This design comes from an exercise in tuning for small area on the open sky130 flow, not from production work.
Function was checked by simulation only, so behaviour that the tests miss may differ from the original.
No activity file was given, so power comes from the tool's default toggle rates.

[design/flow/run.sh]
#!/bin/bash
# synth_recipe.tcl (not shown) runs the flow's synth.tcl, then flattens the netlist and writes it again
# the make line also repeats each setting of config.mk as NAME=value (left out here)
make -C /OpenROAD-flow-scripts/flow DESIGN_CONFIG=/design/flow/config.mk WORK_HOME=/design/flow/orfs CLKGATE_MAP_FILE= SYNTH_SCRIPT=/design/flow/synth_recipe.tcl finish
[design/flow/config.mk]
export PLATFORM = sky130hd
export DESIGN_NAME = exam1
export DESIGN_NICKNAME = exam1
export VERILOG_FILES = /design/flow/design.v
export SDC_FILE = /design/flow/constraint.sdc
export NUM_CORES = 4
export LEC_CHECK = 0
export CAP_MARGIN = 20
export CORE_MARGIN = 2
export CORE_UTILIZATION = 40
export SLEW_MARGIN = 20
[design/flow/constraint.sdc]
create_clock -name core_clock -period 20.0 [get_ports {clk}]
set_input_delay 4.0000 -clock core_clock [delete_from_list [all_inputs] [get_ports {clk}]]
set_output_delay 4.0000 -clock core_clock [all_outputs]
set_load 0.01 [all_outputs]
[design/flow/design.v]
module exam1(rst,key_in,clk,rw,rs,en,data,intr_n,cs_n,rd_n,wr_n,data_reg,adata,key);
 input clk,rst;
 input[7:0] adata;
 input intr_n;
 output cs_n,rd_n,wr_n;
 output rs,en,rw;
 output reg[7:0] data;
 output reg[7:0] data_reg;
 input [1:0]key_in;
 output key;
 assign key=1'b0;
 localparam LCD_DIV = 5;
 localparam SEC_DIV = 4;
 reg rs,en_sel;
 reg [7:0] shi,fen,miao;
 reg [31:0]count,count1; 
 reg lcd_clk;
 wire lcd_tick;
 wire [7:0] one_1,one_2,one_3,one_4,one_5,one_6,one_7,one_8,one_9,one_10,one_12,one_15,one_16;
 reg  [7:0] one_11,one_13,one_14;
 wire [7:0] two_1,two_2,two_3,two_4,two_5,two_6,two_9,two_12,two_15,two_16;
 reg  [7:0] two_7,two_8,two_10,two_11,two_13,two_14;
 reg [7:0] next;
 localparam [1:0] idle=2'd0, start=2'd1, start_wait=2'd2, convert=2'd3;
 reg[1:0] acurrent_state,anext_state;
 reg[15:0] delay;
 reg cs_n,rd_n,wr_n;
 reg read_flag;
 integer xval; 
 reg flag;
 reg flag_now;
 parameter state0  =8'h00,
    state1  =8'h01, 
    state2  =8'h02,
    state3  =8'h03,  
    state4  =8'h04,  
    state5  =8'h05, 
    scan =8'h06,  
    nul  =8'h07; 
 parameter data0  =8'h10, 
    data1  =8'h11,
    data2  =8'h12,
    data3  =8'h13,
    data4  =8'h14,
    data5  =8'h15,
    data6  =8'h16,
    data7  =8'h17,
    data8  =8'h18,
    data9  =8'h19,
    data10  =8'h20,
    data11  =8'h21,
    data12  =8'h22,
    data13  =8'h23,
    data14  =8'h24,
    data15  =8'h25,
    data16  =8'h26,
    data17 =8'h27,
    data18 =8'h28,
    data19 =8'h29,
    data20 =8'h30,
    data21  =8'h31,
    data22  =8'h32,
    data23  =8'h33,
    data24  =8'h34,
    data25  =8'h35,
    data26  =8'h36,
    data27  =8'h37,
    data28  =8'h38,
    data29  =8'h39,
    data30  =8'h40,
    data31  =8'h41;
 assign one_1="H"; assign one_2="E"; assign one_3="L"; assign one_4="L"; assign one_5="O"; assign one_6=" "; assign one_7="A"; assign one_8="D";
 assign one_9="C"; assign one_10=":"; assign one_12="."; assign one_15="V"; assign one_16=" ";
 assign two_1="C"; assign two_2="l"; assign two_3="o"; assign two_4="c"; assign two_5="k"; assign two_6=":";
 assign two_9="-"; assign two_12="-"; assign two_15=" "; assign two_16=" ";
 assign lcd_tick = (count==LCD_DIV) && !lcd_clk;
   always @ (posedge clk or negedge rst) begin
              if(!rst) begin
                     acurrent_state <= 0;     
                     delay <= 0;
                     data_reg  <= 0;
                     end
              else if(lcd_tick) begin
                     case(acurrent_state)
                            idle: begin
                             if(delay<10) begin
                               delay <= delay+1; end                                  
                              else begin
                                  acurrent_state <= anext_state;                                    
                                  delay <= 0; end
                                          end
                            start:  begin
                                acurrent_state <= anext_state;
                                end
                            start_wait: begin
                               acurrent_state <= anext_state;
                               end
                           convert:  begin
                               if(delay<2) begin
                                 delay <= delay+1; end
                                  else begin
                                    data_reg <= adata;
                                    acurrent_state <= anext_state;
                                    delay <= 0; end
                                    end
                            default: ;
                            endcase
                     end
       end 
       always @ (*) begin
                     cs_n = 1;
                     wr_n = 1;
                     rd_n = 1;
                     read_flag = 0;
                     anext_state = idle;
                     case (acurrent_state)
                            idle: begin
                                   cs_n = 1;
                                   wr_n = 1;
                                   rd_n = 1;
                                   read_flag = 0;
                                   anext_state = start; end
                            start: begin
                                   cs_n = 0;
                                   wr_n = 0;
                                   rd_n = 1;
                                   read_flag = 0;
                                   anext_state = start_wait; end
                            start_wait: begin
                                   wr_n = 1;
                                   cs_n = 1;
                                   rd_n = 1;
                                   read_flag = 0;
                         if(!intr_n)       anext_state = convert;
                           else anext_state = start_wait;
                                   end
                            convert: begin
                                   cs_n = 0;
                                   rd_n = 0;
                                   wr_n = 1;
                                   read_flag = 1;
                                  anext_state = idle; end
                            default: anext_state = idle;
                            endcase
       end 
       always @(posedge clk or negedge rst) begin
        if(!rst) begin
          one_11 <= 8'h30; one_13 <= 8'h30; one_14 <= 8'h30;
        end
        else begin
        xval = data_reg*2;
        case (xval%10) 
0 : one_14 <= 8'h30;
1 : one_14 <= 8'h31;
2 : one_14 <= 8'h32;
3 : one_14 <= 8'h33;
4 : one_14 <= 8'h34;
5 : one_14 <= 8'h35;
6 : one_14 <= 8'h36;
7 : one_14 <= 8'h37;
8 : one_14 <= 8'h38;
9 : one_14 <= 8'h39;
default: ;
endcase
xval = xval/10;
case (xval%10) 
0 : one_13 <= 8'h30;
1 : one_13 <= 8'h31;
2 : one_13 <= 8'h32;
3 : one_13 <= 8'h33;
4 : one_13 <= 8'h34;
5 : one_13 <= 8'h35;
6 : one_13 <= 8'h36;
7 : one_13 <= 8'h37;
8 : one_13 <= 8'h38;
9 : one_13 <= 8'h39;
default: ;
endcase
xval = xval/10;
case (xval%10) 
0 : one_11 <= 8'h30;
1 : one_11 <= 8'h31;
2 : one_11 <= 8'h32;
3 : one_11 <= 8'h33;
4 : one_11 <= 8'h34;
5 : one_11 <= 8'h35;
6 : one_11 <= 8'h36;
7 : one_11 <= 8'h37;
8 : one_11 <= 8'h38;
9 : one_11 <= 8'h39;
default: ;
endcase
        end
end
 always @(posedge clk or negedge rst) 
 begin
  if(!rst)
  begin
   count<=0;
   lcd_clk<=0;
  end
  else
  begin
  count<=count+1;
  if(count==LCD_DIV)
  begin
   count<=0;
   lcd_clk<=~lcd_clk;
  end
  end
 end
 always @(*) begin
   flag_now = flag;
   if(key_in == 2'b10)flag_now = 1; 
   if(key_in == 2'b01)flag_now = 0;
 end
 always @(posedge clk or negedge rst )
 begin
  if(!rst)
  begin
   shi<=0;fen<=0;miao<=0;
   count1<=0;
   flag<=1;
   en_sel<=0;
   two_7<=8'h30; two_8<=8'h30; two_10<=8'h30; two_11<=8'h30; two_13<=8'h30; two_14<=8'h30;
  end
  else
  begin
   en_sel<=1;
   two_7<= (shi/10)+8'b00110000;
   two_8<= (shi%10)+8'b00110000;
   two_10<=(fen/10)+8'b00110000;
   two_11<=(fen%10)+8'b00110000;
   two_13<=(miao/10)+8'b00110000;
   two_14<=(miao%10)+8'b00110000;
   flag<=flag_now;
   if(flag_now)count1<=count1+1'b1;
   if(count1==SEC_DIV)
   begin
    count1<=0;
    miao<=miao+1;
    if(miao==59)
    begin
     miao<=0;
     fen<=fen+1;
     if(fen==59)
     begin
      fen<=0;
      shi<=shi+1;
      if(shi==23)
      begin
       shi<=0;
       end
      end
     end
    end
   end
  end 
 always @(posedge clk or negedge rst)
 begin
  if(!rst)
  begin
   next<=state0; rs<=0; data<=8'h00;
  end
  else if(lcd_tick)
  begin
   case(next)
    state0 :
     begin rs<=0; data<=8'h38; next<=state1; end   
    state1 :
     begin rs<=0; data<=8'h0e; next<=state2; end
    state2 :
     begin rs<=0; data<=8'h06; next<=state3; end
    state3 :
     begin rs<=0; data<=8'h01; next<=state4; end 
    state4 :
     begin rs<=0; data<=8'h80; next<=data0; end 
    data0 :
     begin rs<=1; data<=one_1; next<=data1 ; end
    data1 :
     begin rs<=1; data<=one_2; next<=data2 ; end
    data2 :
     begin rs<=1; data<=one_3; next<=data3 ; end
    data3 :
     begin rs<=1; data<=one_4; next<=data4 ; end
    data4 :
     begin rs<=1; data<=one_5; next<=data5 ; end
    data5 :
     begin rs<=1; data<=one_6; next<=data6 ; end
    data6 :
     begin rs<=1; data<=one_7; next<=data7 ; end
    data7 :
     begin rs<=1; data<=one_8; next<=data8 ; end
    data8 :
     begin rs<=1; data<=one_9; next<=data9 ; end
    data9 :
     begin rs<=1; data<=one_10; next<=data10 ; end
    data10 :
     begin rs<=1; data<=one_11; next<=data11 ; end
    data11 :
     begin rs<=1; data<=one_12; next<=data12 ; end
    data12 :
     begin rs<=1; data<=one_13; next<=data13 ; end
    data13 :
     begin rs<=1; data<=one_14; next<=data14 ; end
    data14 :
     begin rs<=1; data<=one_15; next<=data15 ; end
    data15 :
     begin rs<=1; data<=one_16; next<=state5 ; end
    state5:  
     begin rs<=0;data<=8'hC0; next<=data16; end 
    data16 :
     begin rs<=1; data<=two_1; next<=data17 ; end
    data17 :
     begin rs<=1; data<=two_2; next<=data18 ; end
    data18 :
     begin rs<=1; data<=two_3; next<=data19 ; end
    data19 :
     begin rs<=1; data<=two_4; next<=data20 ; end
    data20 :
     begin rs<=1; data<=two_5; next<=data21 ; end
    data21 :
     begin rs<=1; data<=two_6; next<=data22 ; end
    data22 :
     begin rs<=1; data<=two_7; next<=data23 ; end
    data23 :
     begin rs<=1; data<=two_8; next<=data24 ; end
    data24 :
     begin rs<=1; data<=two_9; next<=data25 ; end
    data25 :
     begin rs<=1; data<=two_10; next<=data26 ; end
    data26 :
     begin rs<=1; data<=two_11; next<=data27 ; end
    data27 :
     begin rs<=1; data<=two_12; next<=data28 ; end
    data28 :
     begin rs<=1; data<=two_13; next<=data29 ; end
    data29 :
     begin rs<=1; data<=two_14; next<=data30 ; end
    data30 :
     begin rs<=1; data<=two_15; next<=data31 ; end
    data31 :
     begin rs<=1; data<=two_16; next<=scan ; end
    scan :  
    begin
     next<=state4;
    end
    default:   next<=state0;
   endcase
  end
 end
 assign en=lcd_clk && en_sel;
 assign rw=0;
endmodule
==> notes.md <==
## per-stage QoR
stage	utilization, %	instance area [um^2]
global route	43.8	14600
global placement	42.0	14000
detailed placement	42.0	14000
CTS	43.8	14600
finish	43.8	14600
floorplan	-	13400
## worst reg2reg max path: stages (launching register included)
cell and delay, ps:
dfrtp_1 550, or2_2 390, ha_1 340, and2b_1 360, o221ai_1 180, or2_1 350
nor4_1 400, a221o_1 430, nand3_1 430, inv_1 490, nand4_2 220, nand2_1 260
xnor2_1 200, ha_1 250, a31oi_1 80, o211a_1 240, o311a_1 330, a31oi_1 150
a21boi_1 110, a311o_1 330, mux2_1 320
## worst paths after layout
path	from	cells after the start	to
worst max-delay path	data_reg[5]$_DFFE_PN0P_	20	one_13[0]$_DFFE_PN0P_
worst min-delay path	fen[0]$_DFFE_PN0P_	0	two_11[0]$_DFF_PN0_
worst max register to register	data_reg[5]$_DFFE_PN0P_	20	one_13[0]$_DFFE_PN0P_
worst min register to register	fen[0]$_DFFE_PN0P_	0	two_11[0]$_DFF_PN0_
max in group asynchronous	rst	2	count[6]$_DFF_PN0_
min in group asynchronous	rst	1	data_reg[4]$_DFFE_PN0P_
## layout by cell type, fill, tap and decap left out, drive strengths merged, types with 7 or more instances in the layout
| master | instances |
|---|---|
| a211oi | 23 |
| a21boi | 10 |
| a21o | 12 |
| a21oi | 96 |
| a221oi | 8 |
| a222oi | 7 |
| a22oi | 12 |
| a31oi | 23 |
| and2 | 16 |
| and3 | 23 |
| and4 | 9 |
| clkbuf | 20 |
| clkdlybuf4s50 | 32 |
| dfrtp | 175 |
| dfstp | 10 |
| ha | 41 |
| inv | 67 |
| maj3 | 13 |
| mux2 | 7 |
| mux2i | 16 |
| nand2 | 146 |
| nand2b | 25 |
| nand3 | 59 |
| nand4 | 37 |
| nor2 | 173 |
| nor2b | 27 |
| nor3 | 50 |
| nor3b | 8 |
| nor4 | 34 |
| o2111ai | 7 |
| o21a | 12 |
| o21ai | 114 |
| o22ai | 7 |
| o31ai | 9 |
| or2 | 17 |
| or3 | 12 |
| xnor2 | 88 |
| xor2 | 23 |
## cells in the mapped netlist, types with 8 or more instances
master,instances,area share (%)
mux2i_1,15,1.1
nor2b_1,27,1.3
a22oi_1,11,0.62
nor3_1,47,1.8
a211oi_1,20,1.1
a221oi_1,8,0.52
nor4_1,33,1.5
nand4_1,36,1.7
xor2_1,23,1.5
nand2b_1,25,1.2
and4_1,9,0.59
nor2_1,173,4.8
o31ai_1,9,0.50
a31oi_1,22,1.0
xnor2_1,88,5.7
a21oi_1,94,3.5
o21a_1,12,0.67
buf_2,13,0.49
a21o_1,12,0.67
a21boi_0,8,0.45
maj3_1,12,0.90
buf_1,8,0.22
o21ai_0,112,4.2
clkbuf_1,60,1.7
and2_1,14,0.65
dfstp_2,10,2.0
ha_1,41,3.8
dfrtp_1,175,33
nand3_1,59,2.2
and3_1,23,1.1
inv_1,53,1.5
or3_1,12,0.56
nand2_1,145,4.1
or2_2,14,0.65
## cell families after synthesis
logic type	count (synthesis)
flops	185
buf+inv	150
fa+ha+maj	54
xor+xnor	111
compound gates	426
other cells	2
simple gates	662
mux	23
## final cells by class
cell class                      instances  area [um^2]  area share (%)
Tap cell                              448          561            3.85
Clock buffer                           19          453            3.11
Clock inverter                         13          151            1.04
Inverter                               61          231            1.59
Sequential cell                       185         4640            31.8
Multi-Input combinational cell       1279         8160            56.0
Timing Repair Buffer                   39          379            2.60
## power by group
group          total (mW)  switching (mW)  internal (mW)
combinational      0.0911          0.0493         0.0419
sequential          0.420          0.0280          0.392
clock               0.349           0.165          0.185
## routing by layer
metal,vias up,track usage [%],share of wire [%]
met5,-,0,0
met4,0,6.35,2.3
met3,48,3.26,4.2
met2,289,29.5,46
met1,5623,25.2,47
li1,5803,-,-
==> flow_results.xml <==
<?xml version="1.0" encoding="UTF-8"?>
<metrics>
  <group name="status">
    <metric name="run_status" unit="">timing/DRC/antenna clean</metric>
  </group>
  <group name="worst_hold_path">
    <metric name="min-delay-path-class" unit="">flip-flop to flip-flop</metric>
  </group>
  <group name="yosys">
    <metric name="synth-simple-area-share" unit="%">25.1</metric>
    <metric name="ys_seq_elements" unit="">185</metric>
    <metric name="synth_top_family_by_area" unit="">simple AND/OR/NAND/NOR gates</metric>
    <metric name="yosys-mux-area-fraction" unit="%">1.84</metric>
    <metric name="netlist_instances" unit="">1613</metric>
    <metric name="synth-compound-area-share" unit="%">21.7</metric>
    <metric name="synthesis.area_per_instance" unit="um^2">8.31</metric>
    <metric name="ys_types" unit="">107</metric>
    <metric name="ys_async_sr_fraction" unit="%">100</metric>
    <metric name="synthesis.area" unit="um^2">13400</metric>
    <metric name="yosys.area_share.adder" unit="%">4.81</metric>
    <metric name="ys.flop_type" unit="">dfrtp_1</metric>
    <metric name="synth-warning-count" unit="">1</metric>
    <metric name="synth.yosys.seq_area_share" unit="%">34.6</metric>
    <metric name="synth_xor_area_share" unit="%">7.25</metric>
    <metric name="synth_edf_count" unit="">0</metric>
  </group>
  <group name="sta">
    <metric name="finalWorstPathRequiredPeriod" unit="ps">6530</metric>
    <metric name="drv_slew" unit="">0</metric>
    <metric name="transition_at_the_pin_with_the_smallest_max_transition_slack" unit="ps">925</metric>
    <metric name="setup-tns-final" unit="ps">0</metric>
    <metric name="timing.final.setup_violations" unit="">0</metric>
    <metric name="rsz0062_at_grt" unit="">no</metric>
    <metric name="max_clock_freq" unit="MHz">153</metric>
    <metric name="min_period_over_period" unit="%">32.7</metric>
    <metric name="worst_rel_slew_slack" unit="%">37.9</metric>
    <metric name="worst_hold_slack" unit="ps">443</metric>
    <metric name="final_critical_path_setup_slack" unit="ps">13470</metric>
    <metric name="timing.final.hold_violations" unit="">0</metric>
    <metric name="clk_skew" unit="ps">12.5</metric>
  </group>
  <group name="die">
    <metric name="design.core.area" unit="um^2">33300</metric>
    <metric name="die-width" unit="um">187</metric>
    <metric name="pin_count" unit="">36</metric>
    <metric name="area_of_the_die" unit="um^2">35000</metric>
    <metric name="placementRows" unit="">67</metric>
    <metric name="die_height" unit="um">187</metric>
    <metric name="floorplan.initialDensity" unit="%">40.3</metric>
  </group>
  <group name="pwr">
    <metric name="total_power" unit="mW">0.860</metric>
    <metric name="power_per_cell_area" unit="nW/um^2">59.0</metric>
    <metric name="power_leakage" unit="nW">6.06</metric>
    <metric name="peakVddDrop" unit="V">0.0000635</metric>
  </group>
  <group name="global_routing">
    <metric name="number_of_global_route_vias_before_repair" unit="">10900</metric>
    <metric name="groute.usage.overall" unit="%">18.5</metric>
    <metric name="wire_length_of_the_first_global_routing_pass" unit="um">54500</metric>
    <metric name="grt_start_max_net_pins" unit="">82</metric>
    <metric name="globalRouteOverflowTotal" unit="">0</metric>
    <metric name="antenna_found_initial" unit="">0</metric>
  </group>
  <group name="clock_network">
    <metric name="htreeDepth" unit="">4</metric>
    <metric name="max-clock-path-buffers" unit="">2</metric>
    <metric name="cts.root.buffer_cell" unit="">clkbuf_16</metric>
    <metric name="cts_tree" unit="">done</metric>
    <metric name="clk_transition_reported_paths" unit="ps">70</metric>
    <metric name="hold_bufs_inserted_after_cts" unit="">0</metric>
    <metric name="post_cts_resized" unit="">0</metric>
    <metric name="cts_post_setup_buffers_inserted" unit="">0</metric>
    <metric name="clkLatencyLatePin" unit="ps">450</metric>
    <metric name="cts_sinks" unit="">185</metric>
    <metric name="cts_inserted_buffers" unit="">17</metric>
  </group>
  <group name="drt">
    <metric name="wl_per_cell" unit="um">15.8</metric>
    <metric name="ant_nets" unit="">0</metric>
    <metric name="wl" unit="um">32300</metric>
    <metric name="via_per_inst" unit="">5.75</metric>
    <metric name="drt_first_iter_violations" unit="">862</metric>
    <metric name="detailroute.via_count" unit="">11800</metric>
    <metric name="detail_route.first_pass.iterations" unit="">5</metric>
    <metric name="detail_route.drc_violations" unit="">0</metric>
  </group>
  <group name="setup_path">
    <metric name="path_cells" unit="">or2_2, ha_1, and2b_1, o221ai_1, or2_1, nor4_1, a221o_1, nand3_1, inv_1, nand4_2, nand2_1, xnor2_1, ha_1, a31oi_1, o211a_1, o311a_1, a31oi_1, a21boi_1, a311o_1, mux2_1</metric>
    <metric name="critical_path_endpoint_category" unit="">flip-flop</metric>
    <metric name="worst-endpoint-required" unit="ps">20330</metric>
    <metric name="arrival_time_reported_for_the_critical_path_endpoint" unit="ps">6860</metric>
    <metric name="slowest_delay" unit="ps">550</metric>
    <metric name="crit_path_start_kind" unit="">flip-flop</metric>
    <metric name="crit_path_max_fanout" unit="">17</metric>
    <metric name="critical_setup_path_class" unit="">flip-flop to flip-flop</metric>
    <metric name="worst-path-buf-inv" unit="">1</metric>
    <metric name="register_to_register_setup_slack" unit="ps">13470</metric>
    <metric name="critical-path-slowest-cell" unit="">dfrtp_1</metric>
    <metric name="critical-path-top-delay-family" unit="">simple AND/OR/NAND/NOR gates</metric>
  </group>
  <group name="final_layout">
    <metric name="layout.nets" unit="">1637</metric>
    <metric name="fraction_of_layout_cells_with_a_size_suffix_above_1" unit="%">6.83</metric>
    <metric name="fillers" unit="">3292</metric>
    <metric name="antenna-diode-count" unit="">0</metric>
    <metric name="final-instance-count-excl-fill" unit="">2044</metric>
    <metric name="layout_top_registers" unit="">count1: 32 flops, count: 32 flops</metric>
    <metric name="syn2layout_area_growth" unit="%">8.71</metric>
  </group>
  <group name="flow_run">
    <metric name="maxCapViolCount" unit="">0</metric>
  </group>
  <group name="place">
    <metric name="dp_cells" unit="">2012</metric>
    <metric name="place_congestion" unit="">0.915</metric>
    <metric name="io_buffer_count" unit="">33</metric>
    <metric name="place_ws" unit="ps">13380</metric>
    <metric name="dpl.hpwl" unit="um">22700</metric>
  </group>
</metrics>

what the ideal ports hide:
The flow's constraints put no driver on any port. The routed layout listed below was extracted and timed again, unchanged, in two steps. Step 1 sets driving cells, clkbuf_16 on the clock port and buf_2 on the other inputs (assumed; they add their load-dependent delay and slew). Step 2 moves the port delays by t, midway between the first and last clock arrival at a register: inputs arrive t later, outputs are due t later. That takes back most of the time a late clock gives input paths. a / b / c = ideal / step 1 / step 2; a / b = the first two.
t, ns: 0.488
slack for setup (ns): 13.470 / 13.470 / 13.407
worst hold slack (ns): 0.443 / 0.443 / 0.443
worst setup path at the end: input to register
worst slew at a driven data input, ns: 0.04
After both steps setup and hold are still met in this run. The setup slack of this run moves by 0.000 ns with the drivers and by -0.063 ns with both steps.
